This design comes from an exercise in tuning for small area on the open sky130 flow, not from production work. Only simulation tests tie the RTL to the original design; equivalence was not proved. Power is estimated from default activity; no workload was simulated.

Setup of xenon:
## Systolic_Array_with_Controller
module Systolic_Array_with_Controller(init,clk,A0,A1,A2,A3,A4,B0,B1,B2,B3,B4,
  A0_out,A1_out,A2_out,A3_out,A4_out,B0_out,B1_out,B2_out,B3_out,B4_out);
parameter N=16;
input [N-1:0] A0,A1,A2,A3,A4,B0,B1,B2,B3,B4;
output [N-1:0] A0_out,A1_out,A2_out,A3_out,A4_out,B0_out,B1_out,B2_out,B3_out,B4_out;
input init,clk;
reg [4:0] k;
always @(posedge clk) begin
  if (k == 5'd31) k <= init ? 5'd0 : 5'd31;
  else if (k >= 5'd21) k <= 5'd31;
  else k <= k + 5'd1;
end
wire [4:0] v;
assign v[0] = (k >= 5'd1) & (k <= 5'd14);
assign v[1] = (k >= 5'd2) & (k <= 5'd14);
assign v[2] = (k >= 5'd3) & (k <= 5'd14);
assign v[3] = (k >= 5'd4) & (k <= 5'd14);
assign v[4] = (k >= 5'd5) & (k <= 5'd14);
wire sh   = (k >= 5'd15) & (k <= 5'd17);    
wire ra_s = (k == 5'd14);                    
wire ra_3 = (k >= 5'd15) & (k <= 5'd18);    
wire rb   = ((k >= 5'd4) & (k <= 5'd13)) | ((k >= 5'd19) & (k <= 5'd21));
wire oa   = (k >= 5'd4) & (k <= 5'd13);     
wire oh   = (k >= 5'd14) & (k <= 5'd21);    
wire [5*N-1:0] Ain = {A4,A3,A2,A1,A0};
wire [5*N-1:0] Bin = {B4,B3,B2,B1,B0};
reg  [20*N-1:0] as;     
reg  [20*N-1:0] bs;     
reg  [5*N-1:0]  ao;
reg  [5*N-1:0]  bo;
reg  [25*N-1:0] acc;    
wire [25*N-1:0] sum;
genvar i, j;
generate
  for (i = 0; i < 5; i = i + 1) begin : row
    always @(posedge clk) begin
      as[(i*4+0)*N +: N] <= Ain[i*N +: N];
      as[(i*4+1)*N +: N] <= as[(i*4+0)*N +: N];
      as[(i*4+2)*N +: N] <= as[(i*4+1)*N +: N];
  ...
For scale: ~12000 cells after synthesis, ~1200 flip-flops, about 320 I/O pins.
Settings: LEC_CHECK=0, CAP_MARGIN=20, CORE_MARGIN=2, CORE_UTILIZATION=40, CTS_BUF_LIST=sky130_fd_sc_hd__clkbuf_4, SLEW_MARGIN=20; clock period 10.0 ns.
run.sh (not shown) runs the stock make flow with config.mk's settings and CLKGATE_MAP_FILE= SYNTH_SCRIPT=/design/flow/synth_recipe.tcl, a recipe that flattens the netlist after the stock synthesis.
The inputs of willow differ from those of xenon as listed below.
Settings: CTS_BUF_LIST removed (was sky130_fd_sc_hd__clkbuf_4).
### Flow results
In willow, the number of nets in the finished design came out about 1.3% below the value in xenon. Wire length of the first global-routing pass delta (willow − xenon): favourable. On willow: number of filler cells placed in the layout is 317 lower than what xenon gave. From xenon to willow the numbers moved as follows: cell area saw an increase, combinational share of power saw a decrease, switching portion of total power saw a decrease, final period utilization saw an increase. willow ends up with a post-route clock skew that is 0.064 ns lower than in xenon. On sequential power, xenon tracks willow almost exactly. willow reports a higher clock buffer and inverter area fraction after layout than xenon does. Diff xenon -> willow | clock-buffer cell count | decrease of 59%.

========
P:
Systolic_Array_with_Controller, a different RTL version from the one above (not shown whole).
Size in the first run: about 9300 cells after synthesis, about 110000 um^2 of cells after synthesis.
Settings: LEC_CHECK=0, CAP_MARGIN=20, CORE_MARGIN=2, CORE_UTILIZATION=40, SLEW_MARGIN=20; clock period 10.0 ns.
standard.sh (not shown) runs the stock make flow with config.mk's settings and CLKGATE_MAP_FILE= SYNTH_SCRIPT=/design/flow/synth_recipe.tcl, a recipe that flattens the netlist after the stock synthesis.
==> flow/flow/run.sh <==
#!/bin/bash
# Standard ORFS layout with these changes:
#  - between synthesis and floorplan, three rounds of: polopt.py re-chooses the polarity of
#    full adders and simple gates to drop needless inverters, then remap.ys re-maps the logic
#    around the adders and flip-flops with ABC (registers untouched);
#  - port buffers are buf_1 cells;
#  - the clock tree uses clkbuf_8 with sink clusters of 12 and no dummy loads.
# Each tool's output goes to a log file of its own in this folder.
set -euo pipefail
W=$(pwd)
R=$W/orfs/results/${FLOW_PLATFORM}/Systolic_Array_with_Controller/base
LIB=$FLOW_HOME/platforms/${FLOW_PLATFORM}/lib/sky130_fd_sc_hd__tt_025C_1v80.lib
YOSYS=$FLOW_HOME/../tools/install/yosys/bin/yosys
export BUFFER_PORTS_ARGS="-buffer_cell sky130_fd_sc_hd__buf_1"
export CTS_ARGS="-sink_clustering_enable -repair_clock_nets -dont_use_dummy_load -buf_list sky130_fd_sc_hd__clkbuf_8 -sink_clustering_size 12 -sink_clustering_max_diameter 60"
bash standard.sh synth > "$W/log_synth.txt" 2>&1
cp "$R/1_2_yosys.v" "$W/net_0.v"
for i in 1 2 3; do
  python3 "$W/flow/polopt.py" "$W/net_$((i-1)).v" "$W/net_${i}_polopt.v" > "$W/log_polopt_$i.txt" 2>&1
  sed -e "s#LIB#$LIB#g" -e "s#IN#$W/net_${i}_polopt.v#" -e "s#OUT#$W/net_$i.v#" \
      -e "s#TOP#$FLOW_TOP#g" "$W/flow/remap.ys" > "$W/remap_$i.ys"
  "$YOSYS" -s "$W/remap_$i.ys" > "$W/log_remap_$i.txt" 2>&1
done
cp "$W/net_3.v" "$R/1_2_yosys.v"
touch "$R/1_2_yosys.v"
bash standard.sh finish > "$W/log_layout.txt" 2>&1
Other scripts of this flow, unchanged in this note and not shown: flow/flow/polopt.py, flow/flow/remap.ys
P: no failed stages, no open violations at the end
Here is what was changed in the inputs of Q compared with P.
==> flow/flow/run.sh <==
#!/bin/bash
# Standard ORFS layout with these changes:
#  - between synthesis and floorplan, polopt.py re-chooses the polarity of full adders and
#    simple gates in the synthesized netlist to drop needless inverters, and remap.ys then
#    re-maps the logic around the adders and flip-flops with ABC (registers untouched);
#  - port buffers are buf_1 cells;
#  - the clock tree uses clkbuf_8 with sink clusters of 12 and no dummy loads.
# Each tool's output goes to a log file of its own in this folder.
set -euo pipefail
W=$(pwd)
R=$W/orfs/results/${FLOW_PLATFORM}/Systolic_Array_with_Controller/base
LIB=$FLOW_HOME/platforms/${FLOW_PLATFORM}/lib/sky130_fd_sc_hd__tt_025C_1v80.lib
YOSYS=$FLOW_HOME/../tools/install/yosys/bin/yosys
export BUFFER_PORTS_ARGS="-buffer_cell sky130_fd_sc_hd__buf_1"
export CTS_ARGS="-sink_clustering_enable -repair_clock_nets -dont_use_dummy_load -buf_list sky130_fd_sc_hd__clkbuf_8 -sink_clustering_size 12 -sink_clustering_max_diameter 60"
bash standard.sh synth > "$W/log_synth.txt" 2>&1
cp "$R/1_2_yosys.v" "$W/1_2_yosys.standard.v"
python3 "$W/flow/polopt.py" "$W/1_2_yosys.standard.v" "$W/1_2_yosys.polopt.v" > "$W/log_polopt.txt" 2>&1
sed -e "s#LIB#$LIB#g" -e "s#IN#$W/1_2_yosys.polopt.v#" -e "s#OUT#$W/1_2_yosys.remap.v#" \
    -e "s#TOP#$FLOW_TOP#g" "$W/flow/remap.ys" > "$W/remap_run.ys"
"$YOSYS" -s "$W/remap_run.ys" > "$W/log_remap.txt" 2>&1
cp "$W/1_2_yosys.remap.v" "$R/1_2_yosys.v"
touch "$R/1_2_yosys.v"
bash standard.sh finish > "$W/log_layout.txt" 2>&1
==> comparison <==
Q: done, clean on timing, DRC and antenna. Q vs P, instance count: Q higher. Between P and Q, the flow reports maximum fanout count along the critical path decreasing by more than 10%. Compared Q against P; floorplan die width within noise. Max freq P -> Q: degraded.

==> separate check: timing with driven ports <==
No port has a modelled driver above. Below, the same layouts with a new extraction and two added sets of constraints. Step 1 sets driving cells, clkbuf_16 on the clock port and buf_2 on the other inputs (assumed; they add their load-dependent delay and slew). Step 2, shift: input delay + t, output delay - t, t = (earliest + latest rising clock arrival at the registers) / 2. This alone moves slack from input paths to output paths. Three values: ideal, step 1, step 2; two values: the first two.
run	t (ns)	slack for setup (ns)	latest minus earliest clock arrival (ns)
xenon	1.401	1.248 / 1.248 / 1.248	0.126 / 0.126
willow	0.926	1.227 / 1.227 / 1.227	0.062 / 0.062
P	1.018	0.901 / 0.901 / 0.901	0.110 / 0.109
Q	1.042	0.799 / 0.799 / 0.799	0.113 / 0.113
After both steps setup and hold are still met in every run listed.
